Source: an optimization exercise on an open RTL-to-GDS flow (aim: small area and a short achievable clock period). Production flows keep margins and buffers that such runs may drop. RTL that was checked went through simulation tests only; none was proved equivalent to the original. For run 1, only the layout was checked, not whether the RTL still works. Power figures rest on the tool's default switching activity, not on a simulated workload.

==> flow/design.v <==
`timescale 1ns / 1ps
module Microprocessor(ins, A, B, current_address, ans_ex, mux_ans_dm, ans_wb, data_out, data_in, interrupt, clk, reset,
                      pm_data, dm_en, dm_we, dm_wdata, dm_rdata);
input [7:0] data_in;
input clk;
input interrupt;
input reset;
input [19:0] pm_data;
input [7:0] dm_rdata;
output [7:0] data_out;
output [19:0] ins;
output [7:0] A;
output [7:0] B;
output [7:0] current_address;
output [7:0] ans_ex;
output [7:0] mux_ans_dm;
output [7:0] ans_wb;
output dm_en;
output dm_we;
output [7:0] dm_wdata;
reg        rst_d;                     
reg [19:0] ins_temp;                  
reg        stall_pm, Q_LD, Q_JMP1, Q_JMP2;
reg [7:0]  address_hold;              
reg        interrupt_reg;
reg [7:0]  current_adr_reg;
reg [1:0]  flag_reg;
reg        Load_reg, imm_sel, mem_en_dec, mem_rw_dec;
reg [4:0]  op_dec;
reg [4:0]  Rw1, Rw2, Rw3, Rw4;
reg [1:0]  selA, selB;                
reg        dmA, dmB;                  
reg [7:0]  ans_ex_r, data_out_r, B_Bypass;
reg        mem_en_ex, mem_rw_ex;
reg [1:0]  flag_ex_clk;               
reg [7:0]  ans_reg;
reg        mem_mux_sel_dm;
reg [7:0]  ans_wb_r;
reg [7:0]  rf [0:31];
wire [4:0] ra_raw = ins_temp[9:5];
wire [4:0] rb_raw = ins_temp[4:0];
wire [4:0] Imm    = ins_temp[4:0];
assign ins = stall_pm ? ins_temp : pm_data;
wire [4:0] op_i = ins[19:15];
wire d_jump    = (op_i == 5'b11000);
wire d_conj    = (ins[19:17] == 3'b111);
wire d_load    = (op_i == 5'b10100) & ~Load_reg;
wire clear_adr = ~(d_jump | d_conj | Load_reg);
wire ld_st     = (ins[19:16] == 4'b1010);
wire [4:0] ra_n  = (reset & clear_adr) ? ins[9:5]   : 5'b0;
wire [4:0] rb_n  = (reset & clear_adr) ? ins[4:0]   : 5'b0;
wire [4:0] rw1_n = (reset & clear_adr) ? ins[14:10] : 5'b0;
wire [4:0] rw2_n = reset ? Rw1 : 5'b0;
wire [4:0] rw3_n = reset ? Rw2 : 5'b0;
wire [4:0] rw4_n = reset ? Rw3 : 5'b0;
function [1:0] fsel;
	input [4:0] r, w2, w3, w4;
	fsel = (r == w2) ? 2'b01 : (r == w3) ? 2'b10 : (r == w4) ? 2'b11 : 2'b00;
endfunction
wire [1:0] selA_n = fsel(ra_n, rw2_n, rw3_n, rw4_n);
wire [1:0] selB_n = fsel(rb_n, rw2_n, rw3_n, rw4_n);
wire       msel_n = reset & mem_en_ex & ~mem_rw_ex;
wire [255:0] rfv;
genvar g;
generate
	for (g = 0; g < 32; g = g + 1) begin : rfw
		assign rfv[g*8 +: 8] = rf[g];
	end
endgenerate
assign mux_ans_dm = mem_mux_sel_dm ? dm_rdata : ans_reg;
opsel_a opA(.y(A), .m(rfv), .a(ra_raw), .ub(selA == 2'b00), .tex(selA == 2'b01),
            .treg((selA == 2'b10) & ~dmA), .twb(selA == 2'b11), .tdm(dmA),
            .ex(ans_ex_r), .rg(ans_reg), .wb(ans_wb_r), .dm(dm_rdata));
opsel_b opB(.y(B), .m(rfv), .a(rb_raw), .ub((selB == 2'b00) & ~imm_sel), .tex((selB == 2'b01) & ~imm_sel),
            .treg((selB == 2'b10) & ~dmB & ~imm_sel), .twb((selB == 2'b11) & ~imm_sel), .tdm(dmB),
            .ex(ans_ex_r), .rg(ans_reg), .wb(ans_wb_r), .dm(dm_rdata), .timm(imm_sel), .imm(Imm));
wire       lo     = ~op_dec[4];
wire [2:0] f      = op_dec[2:0];
wire       e_add  = lo & (f == 3'b000);
wire       e_sub  = lo & (f == 3'b001);
wire       e_mov  = lo & (f == 3'b010);
wire       e_and  = lo & (f == 3'b100);
wire       e_or   = lo & (f == 3'b101);
wire       e_xor  = lo & (f == 3'b110);
wire       e_not  = lo & (f == 3'b111);
wire       e_pasa = (op_dec[4:1] == 4'b1010);             
wire       e_in   = (op_dec == 5'b10110);
wire       e_shl  = (op_dec == 5'b11001);
wire       e_sar  = (op_dec == 5'b11011);
wire       e_sh   = e_shl | (op_dec == 5'b11010) | e_sar;
wire       e_keep = (op_dec == 5'b10000) | (op_dec == 5'b10001) | (op_dec == 5'b10111) |
                    (op_dec == 5'b11000) | (op_dec[4:2] == 3'b111);    
wire [3:0] lut = ({4{e_mov}}  & 4'b1010) | ({4{e_and}} & 4'b1000) | ({4{e_or}} & 4'b1110) |
                 ({4{e_xor}}  & 4'b0110) | ({4{e_not}} & 4'b0101) | ({4{e_pasa}} & 4'b1100);
wire [7:0] lres;
genvar gi;
generate
	for (gi = 0; gi < 8; gi = gi + 1) begin : lu
		assign lres[gi] = lut[{A[gi], B[gi]}];
	end
endgenerate
wire [7:0] sum = A + (B ^ {8{f[0]}}) + {7'b0, f[0]};
wire [2:0] s = B[2:0];
wire [7:0] Ar = {A[0], A[1], A[2], A[3], A[4], A[5], A[6], A[7]};
wire [7:0] shin = e_shl ? Ar : A;
wire       fill = e_sar & A[7];
wire [15:0] shw = {{8{fill}}, shin} >> s;
wire [7:0] sho = shw[7:0];
wire [7:0] shres = e_shl ? {sho[0], sho[1], sho[2], sho[3], sho[4], sho[5], sho[6], sho[7]} : sho;
wire [7:0] ans_temp = lres | ({8{e_add | e_sub}} & sum) | ({8{e_in}} & data_in) |
                      ({8{e_sh}} & shres) | ({8{e_keep}} & ans_ex_r);
wire st_load = (op_i == 5'b10100) & ~Q_LD;
wire st_hlt  = (op_i == 5'b10001);
wire st_jump = (ins[19:17] == 3'b111) & ~Q_JMP2;
wire stall   = rst_d & (st_load | st_hlt | st_jump);
wire j_ret = (op_i == 5'b10000);
wire [7:0] jmp_loc = j_ret ? current_adr_reg : (interrupt_reg ? 8'hf0 : ins[7:0]);
wire taken_static = d_jump | j_ret | interrupt_reg;
wire [7:0] seq_adr = stall ? address_hold : address_hold + 8'd1;
wire [7:0] P1 = ~rst_d ? 8'b0 : (taken_static | (d_conj & ~ins[15])) ? jmp_loc : seq_adr;
wire [7:0] P0 = ~rst_d ? 8'b0 : (taken_static | (d_conj &  ins[15])) ? jmp_loc : seq_adr;
wire e_fkeep = e_pasa | (op_dec == 5'b10111) | (op_dec == 5'b11000) | (op_dec[4:2] == 3'b111);   
wire zk = (e_in & (data_in == 8'b0)) | (e_fkeep & flag_ex_clk[1]);
wire ck = e_fkeep & flag_ex_clk[0];
wire z_f, c_f;
flagpc fpc(.ca(current_address), .Z(z_f), .C(c_f), .A(A), .B(B), .e_add(e_add), .e_sub(e_sub),
           .e_eq(e_sub | e_xor), .e_mov(e_mov), .e_and(e_and), .e_or(e_or), .e_not(e_not),
           .e_shl(e_shl), .e_shr((op_dec == 5'b11010) | e_sar), .zk(zk), .ck(ck), .fsel(ins[16]),
           .P0(P0), .P1(P1));
wire [1:0] flag_ex = {z_f, c_f};
assign ans_ex   = ans_ex_r;
assign data_out = data_out_r;
assign ans_wb   = ans_wb_r;
assign dm_en    = mem_en_ex;
assign dm_we    = mem_rw_ex;
assign dm_wdata = B_Bypass;
always @(posedge clk) begin
	rst_d        <= reset;
	ins_temp     <= ins;
	address_hold <= current_address;
	stall_pm     <= reset & stall;
	Q_LD         <= reset & rst_d & st_load;
	Q_JMP1       <= reset & rst_d & st_jump;
	Q_JMP2       <= reset & Q_JMP1;
	interrupt_reg   <= reset & interrupt;
	current_adr_reg <= reset ? (interrupt ? current_address : current_adr_reg) : 8'b0;
	flag_reg        <= reset ? (interrupt ? flag_ex : flag_reg) : 2'b0;
	Load_reg   <= reset & d_load;
	imm_sel    <= reset & ~ins[19] & ins[18];
	mem_en_dec <= reset & ld_st & ~mem_en_dec;
	mem_rw_dec <= reset & ins[0] & ~mem_rw_dec;
	op_dec     <= reset ? op_i : 5'b0;
	Rw1 <= rw1_n;
	Rw2 <= rw2_n;
	Rw3 <= rw3_n;
	Rw4 <= rw4_n;
	selA <= selA_n;
	selB <= selB_n;
	dmA  <= (selA_n == 2'b10) & msel_n;
	dmB  <= (selB_n == 2'b10) & msel_n & ~(reset & ~ins[19] & ins[18]);
	ans_ex_r    <= reset ? ans_temp : 8'b0;
	data_out_r  <= reset ? ((op_dec == 5'b10111) ? A : data_out_r) : 8'b0;
	B_Bypass    <= B;
	mem_en_ex   <= reset & mem_en_dec;
	mem_rw_ex   <= reset & mem_rw_dec;
	flag_ex_clk <= flag_ex;
	ans_reg        <= reset ? ans_ex_r : 8'b0;
	mem_mux_sel_dm <= msel_n;
	ans_wb_r       <= reset ? mux_ans_dm : 8'b0;
end
wire [7:0] wd0 = ans_wb_r & {8{rst_d}};
wire [7:0] wd1 = ans_wb_r | {8{~rst_d}};
generate
	for (g = 0; g < 32; g = g + 1) begin : bank
		localparam [7:0] RV = ((g / 10) << 4) | (g % 10);
		wire we = ~rst_d | (Rw4 == g);
		wire [7:0] wd = (wd1 & RV) | (wd0 & ~RV);
		always @(posedge clk)
			if (we) rf[g] <= wd;
	end
endgenerate
endmodule
`timescale 1ns / 1ps
module flagpc(ca, Z, C, A, B, e_add, e_sub, e_eq, e_mov, e_and, e_or, e_not, e_shl, e_shr, zk, ck, fsel, P0, P1);
output [7:0] ca;
output Z, C;
input [7:0] A, B;
input e_add, e_sub, e_eq, e_mov, e_and, e_or, e_not, e_shl, e_shr, zk, ck, fsel;
input [7:0] P0, P1;
wire [8:0] sum = {1'b0, A} + {1'b0, B};
wire [2:0] s = B[2:0];
wire [7:0] mlo = 8'hff >> s;
wire [7:0] mhi = 8'hff << s;
assign Z = zk | (e_add & (sum[7:0] == 8'b0)) | (e_eq & (A == B)) | (e_mov & (B == 8'b0)) |
           (e_and & ((A & B) == 8'b0)) | (e_or & ((A | B) == 8'b0)) | (e_not & (B == 8'hff)) |
           ((e_shl | e_shr) & ((A & (({8{e_shl}} & mlo) | ({8{e_shr}} & mhi))) == 8'b0));
assign C = ck | (e_add & sum[8]) | (e_sub & (A >= B) & (B != 8'b0));
wire F = fsel ? Z : C;
assign ca = F ? P1 : P0;
endmodule
`timescale 1ns / 1ps
module opsel_a(y, m, a, ub, tex, treg, twb, tdm, ex, rg, wb, dm);
output [7:0] y;
input [255:0] m;
input [4:0] a;
input ub, tex, treg, twb, tdm;
input [7:0] ex, rg, wb, dm;
assign y = ({8{ub}} & m[a*8 +: 8]) | ({8{tex}} & ex) | ({8{treg}} & rg) | ({8{twb}} & wb) | ({8{tdm}} & dm);
endmodule
module opsel_b(y, m, a, ub, tex, treg, twb, tdm, ex, rg, wb, dm, timm, imm);
output [7:0] y;
input [255:0] m;
input [4:0] a;
input ub, tex, treg, twb, tdm;
input [7:0] ex, rg, wb, dm;
input timm;
input [4:0] imm;
assign y = ({8{ub}} & m[a*8 +: 8]) | ({8{tex}} & ex) | ({8{treg}} & rg) | ({8{twb}} & wb) | ({8{tdm}} & dm) |
           {3'b000, {5{timm}} & imm};
endmodule
==> flow/flow/run.sh <==
#!/bin/bash
# Own layout flow: the standard layout (standard.sh) with three changes to
# synthesis only. Registers, flattening, renaming, and floorplan to finish are
# as in the standard flow.
#  1. Yosys's full/half-adder extraction (ADDER_MAP_FILE) is skipped, so ABC
#     maps adders and comparators as plain logic with fast carry paths.
#  2. The combinational modules opsel_a, opsel_b (register-bank read port
#     merged with operand forwarding) and flagpc (flags and next address) are
#     replaced by flow/gl.v, hand-mapped sky130hd netlists of the same
#     functions (generated by gen/gen_gl.py). Synthesis treats them as black
#     boxes (SYNTH_BLACKBOXES), and they are read in before the final flatten.
set -euo pipefail
W=$PWD
{
  head -n 1 synth_recipe.tcl
  echo 'set ::env(ADDER_MAP_FILE) ""'
  sed -n '2p' synth_recipe.tcl
  echo "read_verilog -overwrite $W/flow/gl.v"
  echo 'hierarchy -check -top $::env(DESIGN_NAME)'
  tail -n +3 synth_recipe.tcl
} > own_synth.tcl
sed "s#SYNTH_SCRIPT=[^ ]*#SYNTH_SCRIPT=$W/own_synth.tcl#" standard.sh > own_standard.sh
export SYNTH_BLACKBOXES='opsel_a opsel_b flagpc'
bash own_standard.sh finish > flow_make.log 2>&1
==> flow/standard.sh <==
#!/bin/bash
# synth_recipe.tcl (not shown) runs the flow's synth.tcl, then flattens the netlist and writes it again
# the make line also repeats each setting of config.mk as NAME=value (left out here)
make -C /OpenROAD-flow-scripts/flow DESIGN_CONFIG=/design/flow/config.mk WORK_HOME=/design/flow/orfs CLKGATE_MAP_FILE= SYNTH_SCRIPT=/design/flow/synth_recipe.tcl "${@:-finish}"
==> flow/config.mk <==
export PLATFORM = sky130hd
export DESIGN_NAME = Microprocessor
export DESIGN_NICKNAME = Microprocessor
export VERILOG_FILES = /design/flow/design.v
export SDC_FILE = /design/flow/constraint.sdc
export NUM_CORES = 4
export LEC_CHECK = 0
export CAP_MARGIN = 20
export CORE_MARGIN = 2
export CORE_UTILIZATION = 40
export SETUP_SLACK_MARGIN = 3.5
export SLEW_MARGIN = 20
==> flow/constraint.sdc <==
create_clock -name core_clock -period 11.0 [get_ports {clk}]
set_input_delay 2.2000 -clock core_clock [delete_from_list [all_inputs] [get_ports {clk}]]
set_output_delay 2.2000 -clock core_clock [all_outputs]
set_load 0.01 [all_outputs]
Not shown: flow/flow/gl.v
==> notes.md, run 1 <==
- Count of clock-net buffers in the final layout: 58
- Critical path endpoint: current_address[6]
- Post-route clock period utilization: 67.2%
- Met3 capacity usage during global routing: 6.49%
- Worst Path Class, Setup: in2out
- Die X-Extent: 220 microns
- Antenna diode count: 0
- Largest net degree at the start of global routing: 65
- Violation count after the first detailed-route iteration: 2,296
- Status: finished clean
- Die Area: 0.0482 sq mm
- Sequential Power: 1.75 mW
- Buffer type at the clock tree root: sky130_fd_sc_hd__clkbuf_16
- Mean post-synth cell area: 10.9 sq um
- Source-to-sink clock delay at the later pin of the worst-skew pair: 0.59 ns
- Multi-input gates: 1,223
- FFs & Latches: 378
- Number of flip-flops under the largest register name: 256
- Length of routed met3 wiring: 7.09 mm
- Wire length reported by the detailed router: 65.5 mm
- Maximum buffer depth of the clock tree: 3
- Cell area after layout: 0.0231 sq mm
- Number of antenna violations at the first check in global routing: 0
- Grt met2 use: 41.3%
- Well Taps: 600
- Number of top-level design ports: 125
- Deepest level of the CTS H-tree: 2
- Remaining Overflow, GRT: 0
- Sequential cell fraction of total power: 39.9%
- Fraction of area in registers: 44.0%
==> run 2: changes to the inputs <==
--- a/flow/design.v
+++ b/flow/design.v
@@ -118,6 +118,6 @@
 wire taken_static = d_jump | j_ret | interrupt_reg;
 wire [7:0] seq_adr = stall ? address_hold : address_hold + 8'd1;
-wire [7:0] P1 = ~rst_d ? 8'b0 : (taken_static | (d_conj & ~ins[15])) ? jmp_loc : seq_adr;
-wire [7:0] P0 = ~rst_d ? 8'b0 : (taken_static | (d_conj &  ins[15])) ? jmp_loc : seq_adr;
+wire [7:0] P1n = ~rst_d ? 8'hff : ~( (taken_static | (d_conj & ~ins[15])) ? jmp_loc : seq_adr);
+wire [7:0] P0n = ~rst_d ? 8'hff : ~( (taken_static | (d_conj &  ins[15])) ? jmp_loc : seq_adr);
 wire e_fkeep = e_pasa | (op_dec == 5'b10111) | (op_dec == 5'b11000) | (op_dec[4:2] == 3'b111);   
 wire zk = (e_in & (data_in == 8'b0)) | (e_fkeep & flag_ex_clk[1]);
@@ -127,5 +127,5 @@
            .e_eq(e_sub | e_xor), .e_mov(e_mov), .e_and(e_and), .e_or(e_or), .e_not(e_not),
            .e_shl(e_shl), .e_shr((op_dec == 5'b11010) | e_sar), .zk(zk), .ck(ck), .fsel(ins[16]),
-           .P0(P0), .P1(P1));
+           .P0n(P0n), .P1n(P1n));
 wire [1:0] flag_ex = {z_f, c_f};
 assign ans_ex   = ans_ex_r;
@@ -182,10 +182,10 @@
 endmodule
 `timescale 1ns / 1ps
-module flagpc(ca, Z, C, A, B, e_add, e_sub, e_eq, e_mov, e_and, e_or, e_not, e_shl, e_shr, zk, ck, fsel, P0, P1);
+module flagpc(ca, Z, C, A, B, e_add, e_sub, e_eq, e_mov, e_and, e_or, e_not, e_shl, e_shr, zk, ck, fsel, P0n, P1n);
 output [7:0] ca;
 output Z, C;
 input [7:0] A, B;
 input e_add, e_sub, e_eq, e_mov, e_and, e_or, e_not, e_shl, e_shr, zk, ck, fsel;
-input [7:0] P0, P1;
+input [7:0] P0n, P1n;
 wire [8:0] sum = {1'b0, A} + {1'b0, B};
 wire [2:0] s = B[2:0];
@@ -197,5 +197,5 @@
 assign C = ck | (e_add & sum[8]) | (e_sub & (A >= B) & (B != 8'b0));
 wire F = fsel ? Z : C;
-assign ca = F ? P1 : P0;
+assign ca = F ? ~P1n : ~P0n;
 endmodule
 `timescale 1ns / 1ps
--- a/flow/flow/run.sh
+++ b/flow/flow/run.sh
@@ -10,4 +10,7 @@
 #     functions (generated by gen/gen_gl.py). Synthesis treats them as black
 #     boxes (SYNTH_BLACKBOXES), and they are read in before the final flatten.
+# One change to placement: the buffers that the standard flow puts on every
+# input and output port are sky130_fd_sc_hd__buf_2 (BUFFER_PORTS_ARGS) rather
+# than the delay cell buffer_ports picks by default; the resizer may size them.
 set -euo pipefail
 W=$PWD
@@ -22,3 +25,4 @@
 sed "s#SYNTH_SCRIPT=[^ ]*#SYNTH_SCRIPT=$W/own_synth.tcl#" standard.sh > own_standard.sh
 export SYNTH_BLACKBOXES='opsel_a opsel_b flagpc'
+export BUFFER_PORTS_ARGS='-buffer_cell sky130_fd_sc_hd__buf_2'
 bash own_standard.sh finish > flow_make.log 2>&1
--- a/flow/flow/gl.v
+++ b/flow/flow/gl.v
@@ -1060,10 +1060,10 @@
   sky130_fd_sc_hd__nand3_1 g265 (.A(n262), .B(n263), .C(n264), .Y(y[7]));
 endmodule
-module flagpc(ca, Z, C, A, B, e_add, e_sub, e_eq, e_mov, e_and, e_or, e_not, e_shl, e_shr, zk, ck, fsel, P0, P1);
+module flagpc(ca, Z, C, A, B, e_add, e_sub, e_eq, e_mov, e_and, e_or, e_not, e_shl, e_shr, zk, ck, fsel, P0n, P1n);
   output [7:0] ca;
   output Z, C;
   input [7:0] A, B;
   input e_add, e_sub, e_eq, e_mov, e_and, e_or, e_not, e_shl, e_shr, zk, ck, fsel;
-  input [7:0] P0, P1;
+  input [7:0] P0n, P1n;
   wire n1;
   wire n2;
@@ -1166,6 +1166,6 @@
   wire n99;
   wire n100;
+  wire n101;
   wire n102;
-  wire n103;
   wire n104;
   wire n105;
@@ -1208,5 +1208,15 @@
   wire n142;
   wire n143;
+  wire n144;
   wire n145;
+  wire n146;
+  wire n147;
+  wire n148;
+  wire n149;
+  wire n150;
+  wire n151;
+  wire n152;
+  wire n153;
+  wire n155;
   sky130_fd_sc_hd__xnor2_1 g1 (.A(A[0]), .B(B[0]), .Y(n1));
   sky130_fd_sc_hd__xnor2_1 g2 (.A(A[1]), .B(B[1]), .Y(n2));
@@ -1255,110 +1265,120 @@
   sky130_fd_sc_hd__inv_1 g45 (.A(e_or), .Y(n45));
   sky130_fd_sc_hd__inv_1 g46 (.A(e_not), .Y(n46));
-  sky130_fd_sc_hd__nor2_1 g47 (.A(e_shl), .B(e_shr), .Y(n47));
-  sky130_fd_sc_hd__xor2_1 g48 (.A(n2), .B(n9), .X(n48));
-  sky130_fd_sc_hd__xor2_1 g49 (.A(n3), .B(n10), .X(n49));
-  sky130_fd_sc_hd__xor2_1 g50 (.A(n4), .B(n11), .X(n50));
-  sky130_fd_sc_hd__xor2_1 g51 (.A(n5), .B(n12), .X(n51));
-  sky130_fd_sc_hd__xor2_1 g52 (.A(n6), .B(n13), .X(n52));
-  sky130_fd_sc_hd__xor2_1 g53 (.A(n7), .B(n14), .X(n53));
-  sky130_fd_sc_hd__xor2_1 g54 (.A(n8), .B(n15), .X(n54));
-  sky130_fd_sc_hd__nand4_1 g55 (.A(n1), .B(n48), .C(n49), .D(n50), .Y(n55));
-  sky130_fd_sc_hd__nand4_1 g56 (.A(n51), .B(n52), .C(n53), .D(n54), .Y(n56));
-  sky130_fd_sc_hd__nor3_1 g57 (.A(n55), .B(n56), .C(n41), .Y(n57));
-  sky130_fd_sc_hd__nand4_1 g58 (.A(n1), .B(n2), .C(n3), .D(n4), .Y(n58));
-  sky130_fd_sc_hd__nand4_1 g59 (.A(n5), .B(n6), .C(n7), .D(n8), .Y(n59));
-  sky130_fd_sc_hd__nor3_1 g60 (.A(n58), .B(n59), .C(n42), .Y(n60));
-  sky130_fd_sc_hd__nand4_1 g61 (.A(n33), .B(n34), .C(n35), .D(n36), .Y(n61));
-  sky130_fd_sc_hd__nand4_1 g62 (.A(n37), .B(n38), .C(n39), .D(n40), .Y(n62));
-  sky130_fd_sc_hd__nor3_1 g63 (.A(n61), .B(n62), .C(n43), .Y(n63));
-  sky130_fd_sc_hd__nand4_1 g64 (.A(B[0]), .B(B[1]), .C(B[2]), .D(B[3]), .Y(n64));
-  sky130_fd_sc_hd__nand4_1 g65 (.A(B[4]), .B(B[5]), .C(B[6]), .D(B[7]), .Y(n65));
-  sky130_fd_sc_hd__nor3_1 g66 (.A(n64), .B(n65), .C(n46), .Y(n66));
-  sky130_fd_sc_hd__nand4_1 g67 (.A(n17), .B(n18), .C(n19), .D(n20), .Y(n67));
-  sky130_fd_sc_hd__nand4_1 g68 (.A(n21), .B(n22), .C(n23), .D(n24), .Y(n68));
-  sky130_fd_sc_hd__nor3_1 g69 (.A(n67), .B(n68), .C(n44), .Y(n69));
-  sky130_fd_sc_hd__nand4_1 g70 (.A(n25), .B(n26), .C(n27), .D(n28), .Y(n70));
-  sky130_fd_sc_hd__nand4_1 g71 (.A(n29), .B(n30), .C(n31), .D(n32), .Y(n71));
-  sky130_fd_sc_hd__nor3_1 g72 (.A(n70), .B(n71), .C(n45), .Y(n72));
-  sky130_fd_sc_hd__nor3_1 g73 (.A(B[0]), .B(B[1]), .C(B[2]), .Y(n73));
-  sky130_fd_sc_hd__nor2_1 g74 (.A(B[1]), .B(B[2]), .Y(n74));
-  sky130_fd_sc_hd__a21oi_1 g75 (.A1(B[1]), .A2(B[0]), .B1(B[2]), .Y(n75));
-  sky130_fd_sc_hd__o21ai_0 g76 (.A1(B[1]), .A2(B[0]), .B1(B[2]), .Y(n76));
-  sky130_fd_sc_hd__nand2_1 g77 (.A(B[2]), .B(B[1]), .Y(n77));
-  sky130_fd_sc_hd__nand3_1 g78 (.A(B[2]), .B(B[1]), .C(B[0]), .Y(n78));
-  sky130_fd_sc_hd__a21o_1 g79 (.A1(e_shr), .A2(n73), .B1(e_shl), .X(n79));
-  sky130_fd_sc_hd__a21o_1 g80 (.A1(e_shl), .A2(n73), .B1(e_shr), .X(n80));
-  sky130_fd_sc_hd__a22o_1 g81 (.A1(e_shl), .A2(n78), .B1(e_shr), .B2(n74), .X(n81));
-  sky130_fd_sc_hd__a22o_1 g82 (.A1(e_shl), .A2(n77), .B1(e_shr), .B2(n75), .X(n82));
-  sky130_fd_sc_hd__a22o_1 g83 (.A1(e_shl), .A2(n76), .B1(e_shr), .B2(n35), .X(n83));
-  sky130_fd_sc_hd__a22o_1 g84 (.A1(e_shl), .A2(n35), .B1(e_shr), .B2(n76), .X(n84));
-  sky130_fd_sc_hd__a22o_1 g85 (.A1(e_shl), .A2(n75), .B1(e_shr), .B2(n77), .X(n85));
-  sky130_fd_sc_hd__a22o_1 g86 (.A1(e_shl), .A2(n74), .B1(e_shr), .B2(n78), .X(n86));
-  sky130_fd_sc_hd__nand2_1 g87 (.A(A[0]), .B(n79), .Y(n87));
-  sky130_fd_sc_hd__nand2_1 g88 (.A(A[1]), .B(n81), .Y(n88));
-  sky130_fd_sc_hd__nand2_1 g89 (.A(A[2]), .B(n82), .Y(n89));
-  sky130_fd_sc_hd__nand2_1 g90 (.A(A[3]), .B(n83), .Y(n90));
-  sky130_fd_sc_hd__nand2_1 g91 (.A(A[4]), .B(n84), .Y(n91));
-  sky130_fd_sc_hd__nand2_1 g92 (.A(A[5]), .B(n85), .Y(n92));
-  sky130_fd_sc_hd__nand2_1 g93 (.A(A[6]), .B(n86), .Y(n93));
-  sky130_fd_sc_hd__nand2_1 g94 (.A(A[7]), .B(n80), .Y(n94));
-  sky130_fd_sc_hd__nand4_1 g95 (.A(n87), .B(n88), .C(n89), .D(n90), .Y(n95));
-  sky130_fd_sc_hd__nand4_1 g96 (.A(n91), .B(n92), .C(n93), .D(n94), .Y(n96));
-  sky130_fd_sc_hd__nor3_1 g97 (.A(n95), .B(n96), .C(n47), .Y(n97));
-  sky130_fd_sc_hd__nor3_1 g98 (.A(n57), .B(n60), .C(n63), .Y(n98));
-  sky130_fd_sc_hd__nor3_1 g99 (.A(n66), .B(n69), .C(n72), .Y(n99));
-  sky130_fd_sc_hd__nor2_1 g100 (.A(n97), .B(zk), .Y(n100));
-  sky130_fd_sc_hd__nand3_1 g101 (.A(n98), .B(n99), .C(n100), .Y(Z));
-  sky130_fd_sc_hd__o21ai_0 g102 (.A1(n26), .A2(n17), .B1(n18), .Y(n102));
-  sky130_fd_sc_hd__o21ai_0 g103 (.A1(n28), .A2(n19), .B1(n20), .Y(n103));
-  sky130_fd_sc_hd__nor2_1 g104 (.A(n28), .B(n27), .Y(n104));
-  sky130_fd_sc_hd__o21ai_0 g105 (.A1(n30), .A2(n21), .B1(n22), .Y(n105));
-  sky130_fd_sc_hd__nor2_1 g106 (.A(n30), .B(n29), .Y(n106));
-  sky130_fd_sc_hd__o21ai_0 g107 (.A1(n32), .A2(n23), .B1(n24), .Y(n107));
-  sky130_fd_sc_hd__nor2_1 g108 (.A(n32), .B(n31), .Y(n108));
-  sky130_fd_sc_hd__a21oi_1 g109 (.A1(n104), .A2(n102), .B1(n103), .Y(n109));
-  sky130_fd_sc_hd__a21oi_1 g110 (.A1(n108), .A2(n105), .B1(n107), .Y(n110));
-  sky130_fd_sc_hd__nand2_1 g111 (.A(n108), .B(n106), .Y(n111));
-  sky130_fd_sc_hd__o21ai_0 g112 (.A1(n111), .A2(n109), .B1(n110), .Y(n112));
-  sky130_fd_sc_hd__nand2_1 g113 (.A(A[0]), .B(n33), .Y(n113));
-  sky130_fd_sc_hd__nand2_1 g114 (.A(A[1]), .B(n34), .Y(n114));
-  sky130_fd_sc_hd__nand2_1 g115 (.A(A[2]), .B(n35), .Y(n115));
-  sky130_fd_sc_hd__nand2_1 g116 (.A(A[3]), .B(n36), .Y(n116));
-  sky130_fd_sc_hd__nand2_1 g117 (.A(A[4]), .B(n37), .Y(n117));
-  sky130_fd_sc_hd__nand2_1 g118 (.A(A[5]), .B(n38), .Y(n118));
-  sky130_fd_sc_hd__nand2_1 g119 (.A(A[6]), .B(n39), .Y(n119));
-  sky130_fd_sc_hd__nand2_1 g120 (.A(A[7]), .B(n40), .Y(n120));
-  sky130_fd_sc_hd__nor2_1 g121 (.A(A[0]), .B(n33), .Y(n121));
-  sky130_fd_sc_hd__nor2_1 g122 (.A(A[1]), .B(n34), .Y(n122));
-  sky130_fd_sc_hd__nor2_1 g123 (.A(A[2]), .B(n35), .Y(n123));
-  sky130_fd_sc_hd__nor2_1 g124 (.A(A[3]), .B(n36), .Y(n124));
-  sky130_fd_sc_hd__nor2_1 g125 (.A(A[4]), .B(n37), .Y(n125));
-  sky130_fd_sc_hd__nor2_1 g126 (.A(A[5]), .B(n38), .Y(n126));
-  sky130_fd_sc_hd__nor2_1 g127 (.A(A[6]), .B(n39), .Y(n127));
-  sky130_fd_sc_hd__nor2_1 g128 (.A(A[7]), .B(n40), .Y(n128));
-  sky130_fd_sc_hd__o21ai_0 g129 (.A1(n122), .A2(n121), .B1(n114), .Y(n129));
-  sky130_fd_sc_hd__o21ai_0 g130 (.A1(n124), .A2(n115), .B1(n116), .Y(n130));
-  sky130_fd_sc_hd__nor2_1 g131 (.A(n124), .B(n123), .Y(n131));
-  sky130_fd_sc_hd__o21ai_0 g132 (.A1(n126), .A2(n117), .B1(n118), .Y(n132));
-  sky130_fd_sc_hd__nor2_1 g133 (.A(n126), .B(n125), .Y(n133));
-  sky130_fd_sc_hd__o21ai_0 g134 (.A1(n128), .A2(n119), .B1(n120), .Y(n134));
-  sky130_fd_sc_hd__nor2_1 g135 (.A(n128), .B(n127), .Y(n135));
-  sky130_fd_sc_hd__a21oi_1 g136 (.A1(n131), .A2(n129), .B1(n130), .Y(n136));
-  sky130_fd_sc_hd__a21oi_1 g137 (.A1(n135), .A2(n132), .B1(n134), .Y(n137));
-  sky130_fd_sc_hd__nand2_1 g138 (.A(n135), .B(n133), .Y(n138));
-  sky130_fd_sc_hd__o21ai_0 g139 (.A1(n138), .A2(n136), .B1(n137), .Y(n139));
-  sky130_fd_sc_hd__or2_1 g140 (.A(n61), .B(n62), .X(n140));
-  sky130_fd_sc_hd__and2_1 g141 (.A(e_add), .B(n112), .X(n141));
-  sky130_fd_sc_hd__and3_1 g142 (.A(e_sub), .B(n139), .C(n140), .X(n142));
-  sky130_fd_sc_hd__nor3_1 g143 (.A(n141), .B(n142), .C(ck), .Y(n143));
-  sky130_fd_sc_hd__inv_1 g144 (.A(n143), .Y(C));
-  sky130_fd_sc_hd__mux2_1 g145 (.A0(C), .A1(Z), .S(fsel), .X(n145));
-  sky130_fd_sc_hd__mux2_1 g146 (.A0(P0[0]), .A1(P1[0]), .S(n145), .X(ca[0]));
-  sky130_fd_sc_hd__mux2_1 g147 (.A0(P0[1]), .A1(P1[1]), .S(n145), .X(ca[1]));
-  sky130_fd_sc_hd__mux2_1 g148 (.A0(P0[2]), .A1(P1[2]), .S(n145), .X(ca[2]));
-  sky130_fd_sc_hd__mux2_1 g149 (.A0(P0[3]), .A1(P1[3]), .S(n145), .X(ca[3]));
-  sky130_fd_sc_hd__mux2_1 g150 (.A0(P0[4]), .A1(P1[4]), .S(n145), .X(ca[4]));
-  sky130_fd_sc_hd__mux2_1 g151 (.A0(P0[5]), .A1(P1[5]), .S(n145), .X(ca[5]));
-  sky130_fd_sc_hd__mux2_1 g152 (.A0(P0[6]), .A1(P1[6]), .S(n145), .X(ca[6]));
-  sky130_fd_sc_hd__mux2_1 g153 (.A0(P0[7]), .A1(P1[7]), .S(n145), .X(ca[7]));
+  sky130_fd_sc_hd__inv_1 g47 (.A(zk), .Y(n47));
+  sky130_fd_sc_hd__inv_1 g48 (.A(fsel), .Y(n48));
+  sky130_fd_sc_hd__nor2_1 g49 (.A(e_shl), .B(e_shr), .Y(n49));
+  sky130_fd_sc_hd__xor2_1 g50 (.A(n2), .B(n9), .X(n50));
+  sky130_fd_sc_hd__xor2_1 g51 (.A(n3), .B(n10), .X(n51));
+  sky130_fd_sc_hd__xor2_1 g52 (.A(n4), .B(n11), .X(n52));
+  sky130_fd_sc_hd__xor2_1 g53 (.A(n5), .B(n12), .X(n53));
+  sky130_fd_sc_hd__xor2_1 g54 (.A(n6), .B(n13), .X(n54));
+  sky130_fd_sc_hd__xor2_1 g55 (.A(n7), .B(n14), .X(n55));
+  sky130_fd_sc_hd__xor2_1 g56 (.A(n8), .B(n15), .X(n56));
+  sky130_fd_sc_hd__nand4_1 g57 (.A(n1), .B(n50), .C(n51), .D(n52), .Y(n57));
+  sky130_fd_sc_hd__nand4_1 g58 (.A(n53), .B(n54), .C(n55), .D(n56), .Y(n58));
+  sky130_fd_sc_hd__nor3_1 g59 (.A(n57), .B(n58), .C(n41), .Y(n59));
+  sky130_fd_sc_hd__nand4_1 g60 (.A(n1), .B(n2), .C(n3), .D(n4), .Y(n60));
+  sky130_fd_sc_hd__nand4_1 g61 (.A(n5), .B(n6), .C(n7), .D(n8), .Y(n61));
+  sky130_fd_sc_hd__nor3_1 g62 (.A(n60), .B(n61), .C(n42), .Y(n62));
+  sky130_fd_sc_hd__nand4_1 g63 (.A(n33), .B(n34), .C(n35), .D(n36), .Y(n63));
+  sky130_fd_sc_hd__nand4_1 g64 (.A(n37), .B(n38), .C(n39), .D(n40), .Y(n64));
+  sky130_fd_sc_hd__nor3_1 g65 (.A(n63), .B(n64), .C(n43), .Y(n65));
+  sky130_fd_sc_hd__nand4_1 g66 (.A(B[0]), .B(B[1]), .C(B[2]), .D(B[3]), .Y(n66));
+  sky130_fd_sc_hd__nand4_1 g67 (.A(B[4]), .B(B[5]), .C(B[6]), .D(B[7]), .Y(n67));
+  sky130_fd_sc_hd__nor3_1 g68 (.A(n66), .B(n67), .C(n46), .Y(n68));
+  sky130_fd_sc_hd__nand4_1 g69 (.A(n17), .B(n18), .C(n19), .D(n20), .Y(n69));
+  sky130_fd_sc_hd__nand4_1 g70 (.A(n21), .B(n22), .C(n23), .D(n24), .Y(n70));
+  sky130_fd_sc_hd__nor3_1 g71 (.A(n69), .B(n70), .C(n44), .Y(n71));
+  sky130_fd_sc_hd__nand4_1 g72 (.A(n25), .B(n26), .C(n27), .D(n28), .Y(n72));
+  sky130_fd_sc_hd__nand4_1 g73 (.A(n29), .B(n30), .C(n31), .D(n32), .Y(n73));
+  sky130_fd_sc_hd__nor3_1 g74 (.A(n72), .B(n73), .C(n45), .Y(n74));
+  sky130_fd_sc_hd__nor3_1 g75 (.A(B[0]), .B(B[1]), .C(B[2]), .Y(n75));
+  sky130_fd_sc_hd__nor2_1 g76 (.A(B[1]), .B(B[2]), .Y(n76));
+  sky130_fd_sc_hd__a21oi_1 g77 (.A1(B[1]), .A2(B[0]), .B1(B[2]), .Y(n77));
+  sky130_fd_sc_hd__o21ai_0 g78 (.A1(B[1]), .A2(B[0]), .B1(B[2]), .Y(n78));
+  sky130_fd_sc_hd__nand2_1 g79 (.A(B[2]), .B(B[1]), .Y(n79));
+  sky130_fd_sc_hd__nand3_1 g80 (.A(B[2]), .B(B[1]), .C(B[0]), .Y(n80));
+  sky130_fd_sc_hd__a21o_1 g81 (.A1(e_shr), .A2(n75), .B1(e_shl), .X(n81));
+  sky130_fd_sc_hd__a21o_1 g82 (.A1(e_shl), .A2(n75), .B1(e_shr), .X(n82));
+  sky130_fd_sc_hd__a22o_1 g83 (.A1(e_shl), .A2(n80), .B1(e_shr), .B2(n76), .X(n83));
+  sky130_fd_sc_hd__a22o_1 g84 (.A1(e_shl), .A2(n79), .B1(e_shr), .B2(n77), .X(n84));
+  sky130_fd_sc_hd__a22o_1 g85 (.A1(e_shl), .A2(n78), .B1(e_shr), .B2(n35), .X(n85));
+  sky130_fd_sc_hd__a22o_1 g86 (.A1(e_shl), .A2(n35), .B1(e_shr), .B2(n78), .X(n86));
+  sky130_fd_sc_hd__a22o_1 g87 (.A1(e_shl), .A2(n77), .B1(e_shr), .B2(n79), .X(n87));
+  sky130_fd_sc_hd__a22o_1 g88 (.A1(e_shl), .A2(n76), .B1(e_shr), .B2(n80), .X(n88));
+  sky130_fd_sc_hd__nand2_1 g89 (.A(A[0]), .B(n81), .Y(n89));
+  sky130_fd_sc_hd__nand2_1 g90 (.A(A[1]), .B(n83), .Y(n90));
+  sky130_fd_sc_hd__nand2_1 g91 (.A(A[2]), .B(n84), .Y(n91));
+  sky130_fd_sc_hd__nand2_1 g92 (.A(A[3]), .B(n85), .Y(n92));
+  sky130_fd_sc_hd__nand2_1 g93 (.A(A[4]), .B(n86), .Y(n93));
+  sky130_fd_sc_hd__nand2_1 g94 (.A(A[5]), .B(n87), .Y(n94));
+  sky130_fd_sc_hd__nand2_1 g95 (.A(A[6]), .B(n88), .Y(n95));
+  sky130_fd_sc_hd__nand2_1 g96 (.A(A[7]), .B(n82), .Y(n96));
+  sky130_fd_sc_hd__nand4_1 g97 (.A(n89), .B(n90), .C(n91), .D(n92), .Y(n97));
+  sky130_fd_sc_hd__nand4_1 g98 (.A(n93), .B(n94), .C(n95), .D(n96), .Y(n98));
+  sky130_fd_sc_hd__nor3_1 g99 (.A(n97), .B(n98), .C(n49), .Y(n99));
+  sky130_fd_sc_hd__nor3_1 g100 (.A(n59), .B(n62), .C(n65), .Y(n100));
+  sky130_fd_sc_hd__nor3_1 g101 (.A(n68), .B(n71), .C(n74), .Y(n101));
+  sky130_fd_sc_hd__nor2_1 g102 (.A(n99), .B(zk), .Y(n102));
+  sky130_fd_sc_hd__nand3_1 g103 (.A(n100), .B(n101), .C(n102), .Y(Z));
+  sky130_fd_sc_hd__o311a_1 g104 (.A1(n49), .A2(n97), .A3(n98), .B1(fsel), .C1(n47), .X(n104));
+  sky130_fd_sc_hd__nand3_1 g105 (.A(A[0]), .B(B[0]), .C(e_add), .Y(n105));
+  sky130_fd_sc_hd__nand3_1 g106 (.A(A[1]), .B(B[1]), .C(e_add), .Y(n106));
+  sky130_fd_sc_hd__nand3_1 g107 (.A(A[2]), .B(B[2]), .C(e_add), .Y(n107));
+  sky130_fd_sc_hd__nand3_1 g108 (.A(A[3]), .B(B[3]), .C(e_add), .Y(n108));
+  sky130_fd_sc_hd__nand3_1 g109 (.A(A[4]), .B(B[4]), .C(e_add), .Y(n109));
+  sky130_fd_sc_hd__nand3_1 g110 (.A(A[5]), .B(B[5]), .C(e_add), .Y(n110));
+  sky130_fd_sc_hd__nand3_1 g111 (.A(A[6]), .B(B[6]), .C(e_add), .Y(n111));
+  sky130_fd_sc_hd__nand3_1 g112 (.A(A[7]), .B(B[7]), .C(e_add), .Y(n112));
+  sky130_fd_sc_hd__o21ai_0 g113 (.A1(n26), .A2(n105), .B1(n106), .Y(n113));
+  sky130_fd_sc_hd__o21ai_0 g114 (.A1(n28), .A2(n107), .B1(n108), .Y(n114));
+  sky130_fd_sc_hd__nor2_1 g115 (.A(n28), .B(n27), .Y(n115));
+  sky130_fd_sc_hd__o21ai_0 g116 (.A1(n30), .A2(n109), .B1(n110), .Y(n116));
+  sky130_fd_sc_hd__nor2_1 g117 (.A(n30), .B(n29), .Y(n117));
+  sky130_fd_sc_hd__o21ai_0 g118 (.A1(n32), .A2(n111), .B1(n112), .Y(n118));
+  sky130_fd_sc_hd__nor2_1 g119 (.A(n32), .B(n31), .Y(n119));
+  sky130_fd_sc_hd__a21oi_1 g120 (.A1(n115), .A2(n113), .B1(n114), .Y(n120));
+  sky130_fd_sc_hd__a21oi_1 g121 (.A1(n119), .A2(n116), .B1(n118), .Y(n121));
+  sky130_fd_sc_hd__nand2_1 g122 (.A(n119), .B(n117), .Y(n122));
+  sky130_fd_sc_hd__o21ai_0 g123 (.A1(n122), .A2(n120), .B1(n121), .Y(n123));
+  sky130_fd_sc_hd__nand3b_1 g124 (.A_N(B[0]), .B(A[0]), .C(e_sub), .Y(n124));
+  sky130_fd_sc_hd__nand3b_1 g125 (.A_N(B[1]), .B(A[1]), .C(e_sub), .Y(n125));
+  sky130_fd_sc_hd__nand3b_1 g126 (.A_N(B[2]), .B(A[2]), .C(e_sub), .Y(n126));
+  sky130_fd_sc_hd__nand3b_1 g127 (.A_N(B[3]), .B(A[3]), .C(e_sub), .Y(n127));
+  sky130_fd_sc_hd__nand3b_1 g128 (.A_N(B[4]), .B(A[4]), .C(e_sub), .Y(n128));
+  sky130_fd_sc_hd__nand3b_1 g129 (.A_N(B[5]), .B(A[5]), .C(e_sub), .Y(n129));
+  sky130_fd_sc_hd__nand3b_1 g130 (.A_N(B[6]), .B(A[6]), .C(e_sub), .Y(n130));
+  sky130_fd_sc_hd__nand3b_1 g131 (.A_N(B[7]), .B(A[7]), .C(e_sub), .Y(n131));
+  sky130_fd_sc_hd__nor2b_1 g132 (.A(A[0]), .B_N(B[0]), .Y(n132));
+  sky130_fd_sc_hd__nor2b_1 g133 (.A(A[1]), .B_N(B[1]), .Y(n133));
+  sky130_fd_sc_hd__nor2b_1 g134 (.A(A[2]), .B_N(B[2]), .Y(n134));
+  sky130_fd_sc_hd__nor2b_1 g135 (.A(A[3]), .B_N(B[3]), .Y(n135));
+  sky130_fd_sc_hd__nor2b_1 g136 (.A(A[4]), .B_N(B[4]), .Y(n136));
+  sky130_fd_sc_hd__nor2b_1 g137 (.A(A[5]), .B_N(B[5]), .Y(n137));
+  sky130_fd_sc_hd__nor2b_1 g138 (.A(A[6]), .B_N(B[6]), .Y(n138));
+  sky130_fd_sc_hd__nor2b_1 g139 (.A(A[7]), .B_N(B[7]), .Y(n139));
+  sky130_fd_sc_hd__o21ai_0 g140 (.A1(A[0]), .A2(n33), .B1(e_sub), .Y(n140));
+  sky130_fd_sc_hd__o21ai_0 g141 (.A1(n133), .A2(n140), .B1(n125), .Y(n141));
+  sky130_fd_sc_hd__o21ai_0 g142 (.A1(n135), .A2(n126), .B1(n127), .Y(n142));
+  sky130_fd_sc_hd__nor2_1 g143 (.A(n135), .B(n134), .Y(n143));
+  sky130_fd_sc_hd__o21ai_0 g144 (.A1(n137), .A2(n128), .B1(n129), .Y(n144));
+  sky130_fd_sc_hd__nor2_1 g145 (.A(n137), .B(n136), .Y(n145));
+  sky130_fd_sc_hd__o21ai_0 g146 (.A1(n139), .A2(n130), .B1(n131), .Y(n146));
+  sky130_fd_sc_hd__nor2_1 g147 (.A(n139), .B(n138), .Y(n147));
+  sky130_fd_sc_hd__a21oi_1 g148 (.A1(n143), .A2(n141), .B1(n142), .Y(n148));
+  sky130_fd_sc_hd__a21oi_1 g149 (.A1(n147), .A2(n144), .B1(n146), .Y(n149));
+  sky130_fd_sc_hd__nand2_1 g150 (.A(n147), .B(n145), .Y(n150));
+  sky130_fd_sc_hd__o21ai_0 g151 (.A1(n150), .A2(n148), .B1(n149), .Y(n151));
+  sky130_fd_sc_hd__or2_1 g152 (.A(n63), .B(n64), .X(n152));
+  sky130_fd_sc_hd__a211oi_1 g153 (.A1(n151), .A2(n152), .B1(n123), .C1(ck), .Y(n153));
+  sky130_fd_sc_hd__inv_1 g154 (.A(n153), .Y(C));
+  sky130_fd_sc_hd__a32oi_1 g155 (.A1(n100), .A2(n101), .A3(n104), .B1(n48), .B2(n153), .Y(n155));
+  sky130_fd_sc_hd__mux2i_1 g156 (.A0(P0n[0]), .A1(P1n[0]), .S(n155), .Y(ca[0]));
+  sky130_fd_sc_hd__mux2i_1 g157 (.A0(P0n[1]), .A1(P1n[1]), .S(n155), .Y(ca[1]));
+  sky130_fd_sc_hd__mux2i_1 g158 (.A0(P0n[2]), .A1(P1n[2]), .S(n155), .Y(ca[2]));
+  sky130_fd_sc_hd__mux2i_1 g159 (.A0(P0n[3]), .A1(P1n[3]), .S(n155), .Y(ca[3]));
+  sky130_fd_sc_hd__mux2i_1 g160 (.A0(P0n[4]), .A1(P1n[4]), .S(n155), .Y(ca[4]));
+  sky130_fd_sc_hd__mux2i_1 g161 (.A0(P0n[5]), .A1(P1n[5]), .S(n155), .Y(ca[5]));
+  sky130_fd_sc_hd__mux2i_1 g162 (.A0(P0n[6]), .A1(P1n[6]), .S(n155), .Y(ca[6]));
+  sky130_fd_sc_hd__mux2i_1 g163 (.A0(P0n[7]), .A1(P1n[7]), .S(n155), .Y(ca[7]));
 endmodule
==> run 2 against run 1 <==
  * Still clean
  * Global-route usage is 1.5 points lower
  * Via count is 3.1% lower
  * Area after synthesis is 0.23% higher
  * Combinational power is 19% lower
  * Die area is 0.23% higher
  * Worst setup slack better by 0.084 ns
  * Highest routed layer is now met5
  * First-iteration DRC count is 14% lower
  * Register-to-register slack worse by 0.02 ns
  * Cell count is 1.8% lower
  * Sequential cell count stayed put
  * Clock power is 5% lower
  * Wire length is 6.5% lower
==> notes.md, run 2 <==
- Number of DRC violations after detailed routing: 0 (unchanged)
- Remaining Overflow, GRT: 0 (unchanged)
- Largest net degree at the start of global routing: 56 (was 65)
- Layout Skew: 0.0204 ns (was 0.0311 ns)
- Source-to-sink clock delay at the later pin of the worst-skew pair: 0.57 ns (was 0.59 ns)
- Number of flip-flops under the largest register name: 256 (unchanged)
- Number of slew-limit violations in the final report: 0 (unchanged)
- Via count: 15,700 (was 16,200)
- Setup repair after global routing missed its margin: no (unchanged)
- Number of filler cells placed in the layout: 4,241 (was 4,071)
- Area growth, synth to finish: 17.2% (was 24.1%)
- CTS tree: done (unchanged)
- Die Area: 0.0483 sq mm (was 0.0482 sq mm)
- Total power of the final layout: 4.10 mW (was 4.39 mW)
- Leakage power total: 7.76 nW (was 8.31 nW)
- Rel. slew slack: 27.4% (was 28.7%)
- Sum of negative setup slack: 0 ns (unchanged)
- Critical-path cell with the highest stage delay: sky130_fd_sc_hd__nand3_2 (was sky130_fd_sc_hd__clkdlybuf4s50_1)
- Deepest level of the CTS H-tree: 2 (unchanged)
- Violation count after the first detailed-route iteration: 1,975 (was 2,296)
- Post-layout minimum cycle time: 7.31 ns (was 7.40 ns)
- Remaining antenna violation count after routing: 0 (unchanged)
- Slew at the pin with the worst max-slew slack: 1.09 ns (was 1.06 ns)
- Crit end category: output port (unchanged)
- Floorplan die height: 220 microns (about the same)
- Final number of setup-violating endpoints: 0 (unchanged)
- Die X-Extent: 220 microns (about the same)
- Status: finished clean (unchanged)
- Register clock-pin slew on the reported worst setup and hold paths: 0.07 ns (was 0.06 ns)
- Fraction of final layout cells sized beyond drive strength 1: 17.9% (was 16.3%)
- Mean post-synth cell area: 10.9 sq um (about the same)
- Worst setup slack after placement: 3.62 ns (was 2.46 ns)
- First-pass GRT wire length: 91.4 mm (was 96.8 mm)
- Synthesized cell area: 0.0186 sq mm (about the same)
- Last weighted congestion value of the routability-driven placer: 0.975 (was 0.934)
- Highest clock frequency the design can meet: 0.137 GHz (was 0.135 GHz)
- Worst Path Class, Setup: reg2out (was in2out)
- Most frequent cells in the layout: sky130_fd_sc_hd__a22oi_1 (281), sky130_fd_sc_hd__edfxtp_1 (256), sky130_fd_sc_hd__buf_2 (124), sky130_fd_sc_hd__dfxtp_1 (121), sky130_fd_sc_hd__nand2_1 (117) (was sky130_fd_sc_hd__a22oi_1 (281), sky130_fd_sc_hd__edfxtp_1 (256), sky130_fd_sc_hd__nand2_1 (117), sky130_fd_sc_hd__dfxtp_1 (112), sky130_fd_sc_hd__clkdlybuf4s50_1 (109))
- Site Rows: 79 (was 78)
- Total of max-cap violations: 0 (unchanged)
- Biggest register: rf (unchanged)
- Mean number of vias per cell: 6.30 (was 6.38)
- Critical path data arrival time: 5.11 ns (was 5.20 ns)
- Worst Hold Margin: 0.415 ns (about the same)
- Number of antenna violations at the first check in global routing: 5 (was 0)
- Critical Path Start Type: register (was primary input)
- Post-route clock period utilization: 66.5% (was 67.2%)
- Number of hold buffers added after cts: 0 (unchanged)
- # nets final: 1,887 (was 1,938)
- Worst min-delay path category: reg2reg (unchanged)
- TritonRoute pass-1 iters: 7 (was 6)
- Number of CTS-inserted buffers: 42 (was 44)
- Maximum single-stage delay on the critical path: 0.53 ns (was 0.49 ns)
- Cell with the most instances on the worst path: sky130_fd_sc_hd__nor3_1 (unchanged)
- Highest net fanout along the worst path: 16 (was 9)
- Syn. warnings: 2 (unchanged)
- Critical path buffer and inverter count: 3 (unchanged)
- Registers with the most flip-flops: rf (256), ins_temp (20) (unchanged)
- Detailed-route wire length per cell: 24.6 microns (was 25.8 microns)
- Final design utilization: 47.2% (was 50.5%)
- Number of top-level design ports: 125 (unchanged)
- Power Dens Cells: 188 mW/mm^2 (was 190 mW/mm^2)
- Vias in the first global route: 14,600 (was 15,400)
- Most frequent standard cell in the layout excluding fill and tap cells: sky130_fd_sc_hd__a22oi_1 (unchanged)
- Worst ir drop on vdd: 0.125 mV (was 0.182 mV)
- Wire length reported by the detailed router: 61.2 mm (was 65.5 mm)
- Number of endpoints with negative hold slack in the final report: 0 (unchanged)
- CTS sink cnt: 378 (unchanged)
- Final HPWL DP: 43.7 mm (was 45.2 mm)
- Area of the placeable core: 0.0463 sq mm (was 0.0457 sq mm)
- Cell Chain, Critical Path: inv_1 -> nand3_1 -> nor2_1 -> a22oi_1 -> nand4_1 -> nor3_1 -> nand3_2 -> or2_1 -> xor2_1 -> nand4_1 -> nor3_1 -> nor3_1 -> a32oi_1 -> buf_4 -> mux2i_1 -> buf_2 (was clkdlybuf4s50_1 -> nand2_1 -> nand3_4 -> or2_1 -> xor2_1 -> nand4_1 -> nor3_1 -> nor3_1 -> nand3_1 -> mux2_4 -> buf_4 -> mux2_1 -> dlygate4sd2_1)
- Post-synth net total: 1,755 (was 1,748)
- Family of cells with the greatest summed delay on the critical path: simple AND/OR/NAND/NOR gates (unchanged)
- Required arrival time at the worst endpoint: 8.80 ns (about the same)
- IO Port Bufs: 124 (unchanged)
- Final setup margin: 3.69 ns (was 3.60 ns)
- Buffer type at the clock tree root: sky130_fd_sc_hd__clkbuf_16 (unchanged)
- Overall routing resource usage: 25.3% (was 26.8%)
- Maximum buffer depth of the clock tree: 3 (unchanged)
- Effective utilization at floorplan: 40.3% (was 40.7%)
- Count of mapped cells out of synthesis: 1,716 (was 1,709)
[run 2: final timing paths]
path,startpoint,endpoint,slack [ns],cells after the start
min reg2reg,mem_en_dec,mem_en_dec,0.42,1
max reg2reg,ins_temp[3],ans_ex_r[7],6.16,17
max,ins_temp[5],current_address[1],3.69,16
min,mem_en_dec,mem_en_dec,0.42,1
[run 2: worst reg2reg max path: stages (launching register included)]
cell                       delay, ns
sky130_fd_sc_hd__dfxtp_1        0.67
sky130_fd_sc_hd__inv_1          0.23
sky130_fd_sc_hd__nand3_1        0.37
sky130_fd_sc_hd__nor2_4         0.12
sky130_fd_sc_hd__a22oi_1        0.30
sky130_fd_sc_hd__nand4_1        0.20
sky130_fd_sc_hd__nor3_1         0.41
sky130_fd_sc_hd__nand3_1        0.18
sky130_fd_sc_hd__buf_6          0.25
sky130_fd_sc_hd__and2_1         0.21
sky130_fd_sc_hd__o21ai_2        0.22
sky130_fd_sc_hd__a41oi_2        0.21
sky130_fd_sc_hd__o31ai_2        0.31
sky130_fd_sc_hd__nand2_2        0.13
sky130_fd_sc_hd__a211oi_2       0.38
sky130_fd_sc_hd__o41ai_1        0.18
sky130_fd_sc_hd__a311o_1        0.35
sky130_fd_sc_hd__o211ai_2       0.06
[run 2: repair_timing]
item	in CTS	in global routing
setup endpoints to repair	8	8
pin swaps	0	1
setup buffers	0	0
resized for setup	48	62
[run 2: where the power goes]
group | total (mW) | internal, mW | switching, mW
Combinational | 0.916 | 0.324 | 0.592
Sequential | 1.75 | 1.65 | 0.0999
Clock | 1.43 | 0.839 | 0.593
Total | 4.10 | 2.81 | 1.29
[run 2: metal layers]
| metal | GRT usage, % | vias up | routed length [microns] |
|---|---|---|---|
| li1 | - | 6972 | - |
| met4 | 11.6 | 6 | 2690 |
| met3 | 4.53 | 164 | 5180 |
| met2 | 38.5 | 871 | 27300 |
| met1 | 35.0 | 7673 | 26000 |
| met5 | 0 | - | 37 |
[run 2: layout make-up]
cell class | count | area [sq um] | area share [%]
clock buffers | 52 | 1140 | 5.22
inverters | 55 | 206 | 0.945
flip-flops and latches | 378 | 10100 | 46.4
clock inverters | 25 | 263 | 1.20
well taps | 607 | 759 | 3.48
multi-input cells | 1227 | 8560 | 39.2
repair buffers | 144 | 778 | 3.56
diodes | 2 | 5.00 | 0.0229
[run 2: stage by stage]
step | cells | instance area [sq um]
3_5_place_dp | 2411 | 19900
6_report | 2490 | 21800
2_1_floorplan | 1716 | 18600
4_1_cts | 2488 | 21500
5_1_grt | 2490 | 21800
3_3_place_gp | 2411 | 19900
==> run 3: changes to the inputs <==
--- a/flow/config.mk
+++ b/flow/config.mk
@@ -9,4 +9,6 @@
 export CORE_MARGIN = 2
 export CORE_UTILIZATION = 40
-export SETUP_SLACK_MARGIN = 3.5
+export CTS_BUF_LIST = sky130_fd_sc_hd__clkbuf_8
+export CTS_CLUSTER_SIZE = 20
+export SETUP_SLACK_MARGIN = 4.5
 export SLEW_MARGIN = 20
==> run 3 against run 2 <==
  * Die area unchanged
  * Maximum frequency grew 10%
  * Clock skew is 0.0065 ns higher
  * Sequential power is essentially flat
  * Power grew 4.1%
==> notes.md, run 3 <==
- Die Area: 0.0483 sq mm (unchanged)
- Number of CTS-inserted buffers: 67 (was 42)
- Register clock-pin slew on the reported worst setup and hold paths: 0.06 ns (was 0.07 ns)
- First-pass GRT wire length: 100 mm (was 91.4 mm)
- Most frequent standard cell in the layout excluding fill and tap cells: sky130_fd_sc_hd__a22oi_1 (unchanged)
- Maximum buffer depth of the clock tree: 3 (unchanged)
- Remaining antenna violation count after routing: 0 (unchanged)
- Count of mapped cells out of synthesis: 1,716 (unchanged)
- Non-filler instance count after layout: 2,644 (was 2,490)
- Number of slew-limit violations in the final report: 0 (unchanged)
- Worst setup slack after placement: 3.43 ns (was 3.62 ns)
- Cell area after layout: 0.0238 sq mm (was 0.0218 sq mm)
- CTS sink cnt: 378 (unchanged)
- Number of hold buffers added after cts: 0 (unchanged)
- # nets final: 2,026 (was 1,887)
- Final setup margin: 4.37 ns (was 3.69 ns)
- Deepest level of the CTS H-tree: 3 (was 2)
- Die X-Extent: 220 microns (unchanged)
- Number of DRC violations after detailed routing: 0 (unchanged)
- Last weighted congestion value of the routability-driven placer: 0.938 (was 0.975)
- Family of cells with the greatest summed delay on the critical path: simple AND/OR/NAND/NOR gates (unchanged)
- Number of top-level design ports: 125 (unchanged)
- Number of filler cells placed in the layout: 4,040 (was 4,241)
- Crit end category: output port (unchanged)
- IO Port Bufs: 124 (unchanged)
- Source-to-sink clock delay at the later pin of the worst-skew pair: 0.65 ns (was 0.57 ns)
- Required arrival time at the worst endpoint: 8.80 ns (about the same)
- Buffer type at the clock tree root: sky130_fd_sc_hd__clkbuf_8 (was sky130_fd_sc_hd__clkbuf_16)
- Slew at the pin with the worst max-slew slack: 1.02 ns (was 1.09 ns)
- Remaining Overflow, GRT: 0 (unchanged)
- Via count: 16,700 (was 15,700)
- Total instance count after detailed placement: 2,414 (was 2,411)
- Post-synth net total: 1,755 (unchanged)
- Post-layout minimum cycle time: 6.63 ns (was 7.31 ns)
- Mean number of vias per cell: 6.32 (was 6.30)
- Site Rows: 79 (unchanged)
- Overall routing resource usage: 27.8% (was 25.3%)
- Maximum single-stage delay on the critical path: 0.38 ns (was 0.53 ns)
- Most frequent cells in the layout: sky130_fd_sc_hd__a22oi_1 (266), sky130_fd_sc_hd__edfxtp_1 (256), sky130_fd_sc_hd__buf_2 (118), sky130_fd_sc_hd__buf_4 (113), sky130_fd_sc_hd__nand2_1 (112) (was sky130_fd_sc_hd__a22oi_1 (281), sky130_fd_sc_hd__edfxtp_1 (256), sky130_fd_sc_hd__buf_2 (124), sky130_fd_sc_hd__dfxtp_1 (121), sky130_fd_sc_hd__nand2_1 (117))
- Critical Path Start Type: register (unchanged)
- Post-route clock period utilization: 60.3% (was 66.5%)
- Registers with the most flip-flops: rf (256), ins_temp (20) (unchanged)
- Total power of the final layout: 4.27 mW (was 4.10 mW)
- Final number of setup-violating endpoints: 0 (unchanged)
- Syn. warnings: 2 (unchanged)
- Wire length reported by the detailed router: 67.6 mm (was 61.2 mm)
- Setup repair after global routing missed its margin: yes (was no)
- Critical-path cell with the highest stage delay: sky130_fd_sc_hd__dfxtp_4 (was sky130_fd_sc_hd__nand3_2)
- Sum of negative setup slack: 0 ns (unchanged)
- Rel. slew slack: 31.8% (was 27.4%)
- Synthesized cell area: 0.0186 sq mm (unchanged)
- Total of max-cap violations: 0 (unchanged)
- Effective utilization at floorplan: 40.3% (unchanged)
- Detailed-route wire length per cell: 25.6 microns (was 24.6 microns)
- Layout Skew: 0.0269 ns (was 0.0204 ns)
- Highest net fanout along the worst path: 8 (was 16)
- Violation count after the first detailed-route iteration: 2,201 (was 1,975)
- FF-to-FF path depth: 21 (was 17)
- CTS tree: done (unchanged)
- Status: finished clean (unchanged)
- Area of the placeable core: 0.0463 sq mm (unchanged)
- Worst ir drop on vdd: 0.100 mV (was 0.125 mV)
- Biggest register: rf (unchanged)
- Number of gates on the worst path with buffers counted: 19 (was 16)
- Placed cell areas: 0.0200 sq mm (was 0.0199 sq mm)
- Highest clock frequency the design can meet: 0.151 GHz (was 0.137 GHz)
- Number of endpoints with negative hold slack in the final report: 0 (unchanged)
- Leakage power total: 8.68 nW (was 7.76 nW)
- Area growth, synth to finish: 27.7% (was 17.2%)
- Floorplan die height: 220 microns (unchanged)
- Power Dens Cells: 179 mW/mm^2 (was 188 mW/mm^2)
- Mean post-synth cell area: 10.9 sq um (unchanged)
- Vias in the first global route: 16,000 (was 14,600)
- Largest net degree at the start of global routing: 56 (unchanged)
- Critical path buffer and inverter count: 5 (was 3)
- Fraction of final layout cells sized beyond drive strength 1: 29.3% (was 17.9%)
- Worst min-delay path category: reg2reg (unchanged)
- Cell Chain, Critical Path: nor3_4 -> buf_12 -> nand3_4 -> buf_4 -> nor2_4 -> buf_4 -> a22oi_1 -> nand4_1 -> nor3_4 -> nand3_4 -> or2_1 -> xor2_1 -> nand4_1 -> nor3_2 -> nor3_2 -> a32oi_4 -> buf_12 -> mux2i_4 -> buf_2 (was inv_1 -> nand3_1 -> nor2_1 -> a22oi_1 -> nand4_1 -> nor3_1 -> nand3_2 -> or2_1 -> xor2_1 -> nand4_1 -> nor3_1 -> nor3_1 -> a32oi_1 -> buf_4 -> mux2i_1 -> buf_2)
- Critical path data arrival time: 4.43 ns (was 5.11 ns)
- Worst Hold Depth: 1 (unchanged)
- Final HPWL DP: 44.8 mm (was 43.7 mm)
- Number of flip-flops under the largest register name: 256 (unchanged)
- Worst Path Class, Setup: reg2out (unchanged)
- TritonRoute pass-1 iters: 6 (was 7)
- Number of antenna violations at the first check in global routing: 2 (was 5)
run 3: stage by stage:
| step | hold slack [ns] | util (%) |
|---|---|---|
| final | 0.422 | 51.4 |
| after global routing | 0.447 | 51.4 |
| after CTS | 0.425 | 50.9 |
| after detailed placement | 0.406 | 43.2 |
| after global placement | 0.400 | 43.2 |
| after floorplan | 0.389 | - |
run 3: area by class of cell:
cell class	instances	area, sq um	area share, %
diodes	1	2.50	0.0105
multi-input cells	1232	9480	39.9
clock buffers	71	977	4.11
repair buffers	253	1850	7.78
flip-flops and latches	378	10200	42.8
inverters	55	220	0.926
well taps	607	759	3.19
clock inverters	47	318	1.34
run 3: timing repair:
action                                  4_1_cts  5_1_grt
gates resized for setup                     295       35
setup buffers                                93       11
endpoints found under the setup margin        8        8
pin swaps                                    73       40
hold endpoints to repair                      0        0
gates cloned                                  7        0
run 3: per-layer routing:
layer | up-vias | share of wire [%] | wire length [microns] | track usage (%)
li1 | 7270 | - | - | -
met1 | 8149 | 40 | 27100 | 37.6
met2 | 1086 | 44 | 29900 | 41.9
met3 | 203 | 11 | 7200 | 6.92
met4 | 2 | 5.0 | 3390 | 13.0
met5 | - | 0.013 | 9 | 0
run 3: where the power goes:
group,internal [mW],total (mW),switching (mW)
Clock,0.693,1.29,0.593
Sequential,1.65,1.76,0.110
Combinational,0.510,1.22,0.710
run 3: path summary, 6_finish.rpt:
kind,endpoint,slack [ns],startpoint
hold / removal,mem_rw_dec,0.42,mem_rw_dec
setup reg to reg,ans_ex_r[7],6.45,selB[1]
setup / recovery,current_address[3],4.37,selB[1]
hold reg to reg,mem_rw_dec,0.42,mem_rw_dec

-- re-timing with driven ports --
Ports are ideal in the flow. The routed layouts listed here were re-timed in OpenROAD. Step 1 sets driving cells, clkbuf_16 on the clock port and buf_2 on the other inputs (assumed; they add their load-dependent delay and slew). Step 2 times the ports against the registers' clock, not the clock port: input delays grow and output delays shrink by t, the midpoint of the rising clock arrivals with the driver on. Three values: ideal, step 1, step 2; two values: the first two.
run | shift t [ns] | slack for setup (ns) | worst setup path at the end | worst register clock-pin slew, ns | worst slew at a driven data input, ns
run 1 | 0.635 | 3.605 / 3.566 / 3.576 | input to output | 0.06 / 0.06 | 0.07
run 2 | 0.627 | 3.689 / 3.623 / 3.860 | input to output | 0.07 / 0.07 | 0.10
run 3 | 0.696 | 4.370 / 4.276 / 4.276 | input to output | 0.07 / 0.07 | 0.11
After both steps every run listed still meets setup and hold. For run 3, which loses most, drivers alone change the setup slack by -0.094 ns; drivers and shift together by -0.094 ns.
